From an optimization exercise on the open Yosys and OpenROAD flow, aimed at small area; shortcuts taken in it are not production practice.
The RTL was checked by simulation tests, not by an equivalence proof against the original design.

// vfchd_i2cmux
module vfchd_i2cmux (
    input           Clk_ik,
    input           Rst_irq,
    input           IoExpApp12Int_ian,
    input           IoExpApp34Int_ian,
    input           IoExpBstEthInt_ian,
    input           IoExpLosInt_ian,
    input           IoExpBlmInInt_ian,
    output          InitDone_oq,
    output [4:0]    VmeGa_onqb5,
    output          VmeGaP_onq,
    input  [7:0]    Led_ib8,
    output [7:0]    StatusLed_ob8,
    input           GpIo1A2B_i,
    input           EnGpIo1Term_i,
    input           GpIo2A2B_i,
    input           EnGpIo2Term_i,
    input           GpIo34A2B_i,
    input           EnGpIo3Term_i,
    input           EnGpIo4Term_i,
    output          StatusGpIo1A2B_oq,
    output          StatusEnGpIo1Term_oq,
    output          StatusGpIo2A2B_oq,
    output          StatusEnGpIo2Term_oq,
    output          StatusGpIo34A2B_oq,
    output          StatusEnGpIo3Term_oq,
    output          StatusEnGpIo4Term_oq,
    output [7:0]    BlmIn_oqb8,
    output          AppSfp1Present_oq,
    output [15:0]   AppSfp1Id_oq16,
    output          AppSfp1TxFault_oq,
    output          AppSfp1Los_oq,
    input           AppSfp1TxDisable_i,
    input           AppSfp1RateSelect_i,
    output          StatusAppSfp1TxDisable_oq,
    output          StatusAppSfp1RateSelect_oq,
    output          AppSfp2Present_oq,
    output [15:0]   AppSfp2Id_oq16,
    output          AppSfp2TxFault_oq,
    output          AppSfp2Los_oq,
    input           AppSfp2TxDisable_i,
    input           AppSfp2RateSelect_i,
    output          StatusAppSfp2TxDisable_oq,
    output          StatusAppSfp2RateSelect_oq,
    output          AppSfp3Present_oq,
    output [15:0]   AppSfp3Id_oq16,
    output          AppSfp3TxFault_oq,
    output          AppSfp3Los_oq,
    input           AppSfp3TxDisable_i,
    input           AppSfp3RateSelect_i,
    output          StatusAppSfp3TxDisable_oq,
    output          StatusAppSfp3RateSelect_oq,
    output          AppSfp4Present_oq,
    output [15:0]   AppSfp4Id_oq16,
    output          AppSfp4TxFault_oq,
    output          AppSfp4Los_oq,
    input           AppSfp4TxDisable_i,
    input           AppSfp4RateSelect_i,
    output          StatusAppSfp4TxDisable_oq,
    output          StatusAppSfp4RateSelect_oq,
    output          BstSfpPresent_oq,
    output [15:0]   BstSfpId_oq16,
    output          BstSfpTxFault_oq,
    output          BstSfpLos_oq,
    input           BstSfpTxDisable_i,
    input           BstSfpRateSelect_i,
    output          StatusBstSfpTxDisable_oq,
    output          StatusBstSfpRateSelect_oq,
    output          EthSfpPresent_oq,
    output [15:0]   EthSfpId_oq16,
    output          EthSfpTxFault_oq,
    output          EthSfpLos_oq,
    input           EthSfpTxDisable_i,
    input           EthSfpRateSelect_i,
    output          StatusEthSfpTxDisable_oq,
    output          StatusEthSfpRateSelect_oq,
    output          CdrLos_oq,
    output          CdrLol_oq,
    input           I2cWbCyc_i,
    input           I2cWbStb_i,
    input           I2cWbWe_i,
    input  [11:0]   I2cWbAdr_ib12,
    input  [7:0]    I2cWbDat_ib8,
    output [7:0]    I2cWbDat_ob8,
    output          I2cWbAck_o,
    input           WbCyc_i,
    input           WbStb_i,
    input           WbWe_i,
    input  [31:0]   WbDat_ib32,
    output [31:0]   WbDat_oqb32,
    output          WbAck_oa,
    input           Scl_i,
    input           Sda_i,
    output          SclOe_o,
    output          SdaOe_o
);
Size: ~1500 cells after synthesis, roughly 370 flip-flops, ~300 I/O pins.
export LEC_CHECK = 0
export CAP_MARGIN = 20
export CORE_MARGIN = 2
export CORE_UTILIZATION = 60
export SLEW_MARGIN = 20
create_clock -name core_clock -period 10.0 [get_ports {Clk_ik}]
standard.sh (not shown) runs the stock make flow with config.mk's settings and CLKGATE_MAP_FILE= SYNTH_SCRIPT=/design/flow/synth_recipe.tcl, a recipe that flattens the netlist after the stock synthesis.
==> flow/flow/run.sh <==
#!/bin/bash
# Standard ORFS flow (the standard.sh, unchanged synthesis) with smaller port buffers
# and a clock tree of fewer, mid-size buffers.
set -euo pipefail
bash standard.sh \
  BUFFER_PORTS_ARGS="-buffer_cell sky130_fd_sc_hd__buf_1" \
  CTS_ARGS="-sink_clustering_enable -repair_clock_nets -buf_list sky130_fd_sc_hd__clkbuf_8 -sink_clustering_size 16 -sink_clustering_max_diameter 60 -dont_use_dummy_load" \
  finish > standard_flow.log 2>&1
Then changed:
==> flow/flow/run.sh (replaced) <==
#!/bin/bash
# Standard ORFS flow (the standard.sh, unchanged synthesis) with smaller port buffers
# and a clock tree of fewer, mid-size buffers.
set -euo pipefail
bash standard.sh \
  BUFFER_PORTS_ARGS="-buffer_cell sky130_fd_sc_hd__buf_1" \
  CTS_ARGS="-sink_clustering_enable -repair_clock_nets -buf_list sky130_fd_sc_hd__clkbuf_16 -sink_clustering_size 24 -sink_clustering_max_diameter 50 -dont_use_dummy_load" \
  finish > standard_flow.log 2>&1
=> The changed run completed with no timing, DRC or antenna violations. Cell area grows by 2.1%. Maximum frequency shrinks by 1.3%. Worst setup slack got worse by 0.049 ns. Sequential share of layout area shrinks by 1.1 points. Via count grows by 0.68%. Clock skew shrinks by 0.011 ns. Clock-buffer cell count grows by 2. Die area is unchanged.

what the ideal ports hide:
In the flow no input, the clock included, has a driving cell. The finished layouts below were timed again as built, in two steps.
Step 1 sets driving cells, clkbuf_16 on the clock port and buf_2 on the other inputs (assumed; they add their load-dependent delay and slew).
Step 2 also shifts input and output timing later by t, the mid clock arrival at the registers, as if the neighbouring blocks saw the same clock.
a / b / c = ideal ports / drivers / drivers and shift; a / b = the first two.
| run | t (ns) | setup WS [ns] | hold WS [ns] |
|---|---|---|---|
| the first run | 0.619 | 6.225 / 6.249 / 5.630 | 0.334 / 0.334 / 0.334 |
| the second run | 0.605 | 6.176 / 6.205 / 5.599 | 0.303 / 0.303 / 0.303 |
After both steps setup and hold are still met in every run listed. The setup slack of the first run, which loses most, moves by +0.024 ns with the drivers and by -0.595 ns with both steps.
